What follows belongs to an exercise in optimizing a design on an open flow for small area, a short achievable clock period and few clock cycles per item; a production flow would make more cautious choices.
Where RTL was checked, it was by simulation tests only, not by an equivalence proof against the original.

== run 1 ==
Design MyDesign, start of the top module:
module MyDesign #(parameter OUTPUT_LENGTH       = 8,
                  parameter MAX_MESSAGE_LENGTH  = 55,
                  parameter NUMBER_OF_Ks        = 64,
                  parameter NUMBER_OF_Hs        = 8 ,
                  parameter SYMBOL_WIDTH        = 8  )
            (
            output reg                                      dut__xxx__finish     ,
            input  wire                                     xxx__dut__go         ,
            input  wire  [ $clog2(MAX_MESSAGE_LENGTH):0]    xxx__dut__msg_length ,
            output reg  [ $clog2(MAX_MESSAGE_LENGTH)-1:0]   dut__msg__address  ,
            output wire                                     dut__msg__enable   ,
            output wire                                     dut__msg__write    ,
            input  wire [7:0]                               msg__dut__data     ,
            output wire [ $clog2(NUMBER_OF_Ks)-1:0]         dut__kmem__address  ,
            output wire                                     dut__kmem__enable   ,
            output wire                                     dut__kmem__write    ,
            input  wire [31:0]                              kmem__dut__data     ,
            output reg  [ $clog2(NUMBER_OF_Hs)-1:0]         dut__hmem__address  ,
            output wire                                     dut__hmem__enable   ,
            output wire                                     dut__hmem__write    ,
            input  wire [31:0]                              hmem__dut__data     ,
            output reg  [ $clog2(OUTPUT_LENGTH)-1:0]        dut__dom__address  ,
            output reg  [31:0]                              dut__dom__data     ,
            output wire                                     dut__dom__enable   ,
            output wire                                     dut__dom__write    ,
            input  wire                 clk             ,
            input  wire                 reset
            );
For scale: about 3600 cells after synthesis, about 140 I/O pins, about 0.048 mm^2 of cells after synthesis.
Settings: LEC_CHECK=0, CAP_MARGIN=20, CORE_MARGIN=2, CORE_UTILIZATION=40, SETUP_SLACK_MARGIN=5, SLEW_MARGIN=20; clock period 10.0 ns.
standard.sh (not shown) runs the stock make flow with config.mk's settings and CLKGATE_MAP_FILE= SYNTH_SCRIPT=/design/flow/synth_recipe.tcl, a recipe that flattens the netlist after the stock synthesis.
==> flow/flow/run.sh <==
#!/bin/bash
bash standard.sh SETUP_SLACK_MARGIN=6 finish > standard.log 2>&1
Edits applied to the flow inputs when going from run 1 to run 2:
- putting CTS_BUF_LIST at sky130_fd_sc_hd__clkbuf_8 where nothing was set
- swapping 40 for 50 in CORE_UTILIZATION
Findings:
- Run 1 → run 2: via count went up about 4.7%, utilization went up 13 points, fraction of area in clock buffers and inverters went down 0.19 points.
- Re sequential share of layout area: run 2 is 0.43 points down on run 1.
- Run 2 and run 1 ended up with nearly the same setup slack.
- Number of multi-input combinational cells in the layout of run 2 is on par with run 1.
- Comparing run 1 against run 2, there is no change at all in unique cell type count in the Yosys netlist.
Function was not checked in any run of this note: the RTL went through the layout flow alone.

---

== v28 ==
Another version of the RTL of MyDesign (not shown whole).
Size: about 140 I/O pins, ~0.046 mm² of cells after synthesis.
export LEC_CHECK = 0
export CAP_MARGIN = 20
export CORE_MARGIN = 2
export CORE_UTILIZATION = 40
export CTS_CLUSTER_DIAMETER = 100
export CTS_CLUSTER_SIZE = 24
export SETUP_SLACK_MARGIN = 5
export SLEW_MARGIN = 20
create_clock -name core_clock -period 10.0 [get_ports {clk}]
==> flow/flow/run.sh <==
#!/bin/bash
bash standard.sh SETUP_SLACK_MARGIN=5.5 "BUFFER_PORTS_ARGS=-buffer_cell sky130_fd_sc_hd__buf_1" finish > standard.log 2>&1
Testbench counts of v28, summed over its fixed seeds: cycles 17,686, hashes 192.
## Diff of input files: v9 against v28
==> flow/flow/run.sh <==
#!/bin/bash
bash standard.sh SETUP_SLACK_MARGIN=6 finish > standard.log 2>&1
### Flow results
- Final instance area of v9 exceeds that of v28 by a few percent.
- From v28 to v9 the numbers moved as follows: final hold slack about even, detailed-route wire length climbed about 5%.
Changes in v25 relative to v9:
==> flow/flow/run.sh <==
#!/bin/bash
bash standard.sh SETUP_SLACK_MARGIN=5.5 finish > standard.log 2>&1
--- outcome ---
Delta (v25 minus v9): design area saw a decrease.
When v25 is set beside v9, its synthesis-to-finish area growth turns out to be 4.6 points smaller.
Of v25 and v9, the run reporting the lower setup slack on the worst flop-to-flop path was v25.
Cmp v25 vs v9: worst setup slack lower in v25
For v57, these inputs were changed with respect to v25:
- PLACE_DENSITY newly set to 0.75
==> flow/flow/run.sh <==
#!/bin/bash
bash standard.sh SETUP_SLACK_MARGIN=6 finish > standard.log 2>&1
Findings:
- Having completed the whole flow, v57 delivered a layout that passed the timing, design-rule and antenna checks.
- Re number of sequential storage elements: no difference whatsoever between v57 and v25.
- Looking at cell type of the slowest stage on the worst timing path, the fa_1 result is from v25; the edfxtp_1 one comes from v57.
- Total global routing overflow came out exactly the same in v57 and v25.
- Worst max-slew margin expressed relative to the limit is lower on v25
- As far as data required time at the worst endpoint is concerned, v57 and v25 perform about the same.
- Looking at via count, v57 sits 4.4% above v25.
- v57 and v25 ended up with nearly the same final critical-path share of the clock period.
- Reported for v57 and v25, number of signal-net inverters in the final layout turned out identical to the last digit.
- Comparing v57 and v25, the lower met1 usage in global routing was measured on v57.
What v20 does differently from v57 at the input level:
- CTS_CLUSTER_SIZE: 24 -> unset
- CTS_CLUSTER_DIAMETER: 100 -> unset
- PLACE_DENSITY: 0.75 -> unset
- v20 finished end to end and its layout was clean on timing, DRC and antenna.
- Looking at worst path required time, v20 sits 30 ps above v57.
- The area of the core was comparable across v20 and v57.
- Lower peak fanout along the critical path among v20 and v57: v20
- Taking v57 as the reference, in v20 shortest period the worst path allows moved down; total cell area at the placement stage was more or less identical; final clock period utilization by the worst path went down; fraction of standard cell area that is sequential dropped 1.5 points.
- Looking only at first-pass GRT wire length, and setting everything else aside, the higher value of v20 and v57 goes to v20.
- Between v57 and v20, all-layer global routing usage increased.

---

Another version of the RTL of MyDesign (not shown whole).
For scale: about 4500 cells after synthesis, roughly 870 flip-flops, roughly 48000 sq um of cells after synthesis.
==> flow/design.v (excerpt) <==
module MyDesign #(parameter OUTPUT_LENGTH       = 8,
                  parameter MAX_MESSAGE_LENGTH  = 55,
                  parameter NUMBER_OF_Ks        = 64,
                  parameter NUMBER_OF_Hs        = 8 ,
                  parameter SYMBOL_WIDTH        = 8  )
            (
            output reg                                      dut__xxx__finish     ,
            input  wire                                     xxx__dut__go         ,
            input  wire  [ $clog2(MAX_MESSAGE_LENGTH):0]    xxx__dut__msg_length ,
            output reg  [ $clog2(MAX_MESSAGE_LENGTH)-1:0]   dut__msg__address  ,
            output wire                                     dut__msg__enable   ,
            output wire                                     dut__msg__write    ,
            input  wire [7:0]                               msg__dut__data     ,
            output wire [ $clog2(NUMBER_OF_Ks)-1:0]         dut__kmem__address  ,
            output wire                                     dut__kmem__enable   ,
            output wire                                     dut__kmem__write    ,
            input  wire [31:0]                              kmem__dut__data     ,
            output reg  [ $clog2(NUMBER_OF_Hs)-1:0]         dut__hmem__address  ,
            output wire                                     dut__hmem__enable   ,
            output wire                                     dut__hmem__write    ,
            input  wire [31:0]                              hmem__dut__data     ,
            output reg  [ $clog2(OUTPUT_LENGTH)-1:0]        dut__dom__address  ,
            output reg  [31:0]                              dut__dom__data     ,
            output wire                                     dut__dom__enable   ,
            output wire                                     dut__dom__write    ,
            input  wire                 clk             ,
            input  wire                 reset
            );
export LEC_CHECK = 0
export ABC_AREA = 1
export CAP_MARGIN = 20
export CORE_MARGIN = 2
export CORE_UTILIZATION = 40
export CTS_CLUSTER_DIAMETER = 100
export CTS_CLUSTER_SIZE = 24
export SETUP_SLACK_MARGIN = 5
export SLEW_MARGIN = 20
create_clock -name core_clock -period 10.0 [get_ports {clk}]
==> flow/flow/run.sh <==
#!/bin/bash
bash standard.sh SETUP_SLACK_MARGIN=6 "BUFFER_PORTS_ARGS=-buffer_cell sky130_fd_sc_hd__buf_1" finish > standard.log 2>&1
Edit:
==> flow/flow/run.sh (replaced) <==
#!/bin/bash
bash standard.sh SETUP_SLACK_MARGIN=6.25 "BUFFER_PORTS_ARGS=-buffer_cell sky130_fd_sc_hd__buf_1" finish > standard.log 2>&1
Effect: The changed run went through all stages and came out clean; final area climbs by about 3.5%; wire length climbs by 2.4%; non-clock buffer count is higher by 113; core utilization increases by 1.5 points.
Function was not checked in any run of this note: the RTL went through the layout flow alone.

afterwards: timing with drivers on the ports:
How much do the figures lean on ideal ports? The routed layouts below were timed once more, with nothing changed but the port constraints. Step 1 sets driving cells, clkbuf_16 on the clock port and buf_2 on the other inputs (assumed; they add their load-dependent delay and slew). Step 2 also shifts input and output timing later by t, the mid clock arrival at the registers, as if the neighbouring blocks saw the same clock. Slacks: ideal / step 1 / step 2; pairs: ideal / step 1.
| run | t (ns) | setup slack, ns | hold WS [ns] | worst register clock-pin slew, ns | cell pins on the clock port's net |
|---|---|---|---|---|---|
| run 1 | 0.783 | 4.274 / 4.272 / 3.489 | 0.381 / 0.381 / 0.381 | 0.07 / 0.07 | 1 |
| run 2 | 0.937 | 4.274 / 4.275 / 3.338 | 0.406 / 0.406 / 0.406 | 0.07 / 0.07 | 1 |
| v28 | 0.713 | 5.418 / 5.418 / 5.061 | 0.416 / 0.416 / 0.416 | 0.11 / 0.11 | 1 |
| v9 | 0.710 | 5.489 / 5.489 / 5.409 | 0.415 / 0.415 / 0.415 | 0.11 / 0.11 | 1 |
| v25 | 0.716 | 5.342 / 5.342 / 4.903 | 0.412 / 0.412 / 0.412 | 0.11 / 0.11 | 1 |
| v57 | 0.704 | 5.355 / 5.355 / 5.355 | 0.416 / 0.416 / 0.416 | 0.11 / 0.11 | 1 |
| v20 | 0.736 | 5.528 / 5.528 / 5.360 | 0.403 / 0.403 / 0.403 | 0.07 / 0.07 | 1 |
| the first run of note 3 | 0.717 | 5.985 / 5.985 / 5.525 | 0.410 / 0.410 / 0.410 | 0.10 / 0.10 | 1 |
| the second run of note 3 | 0.740 | 6.059 / 6.059 / 5.611 | 0.399 / 0.399 / 0.399 | 0.11 / 0.11 | 1 |
After both steps setup and hold are still met in every run listed. For run 2, which loses most, drivers alone change the setup slack by +0.001 ns; drivers and shift together by -0.936 ns.
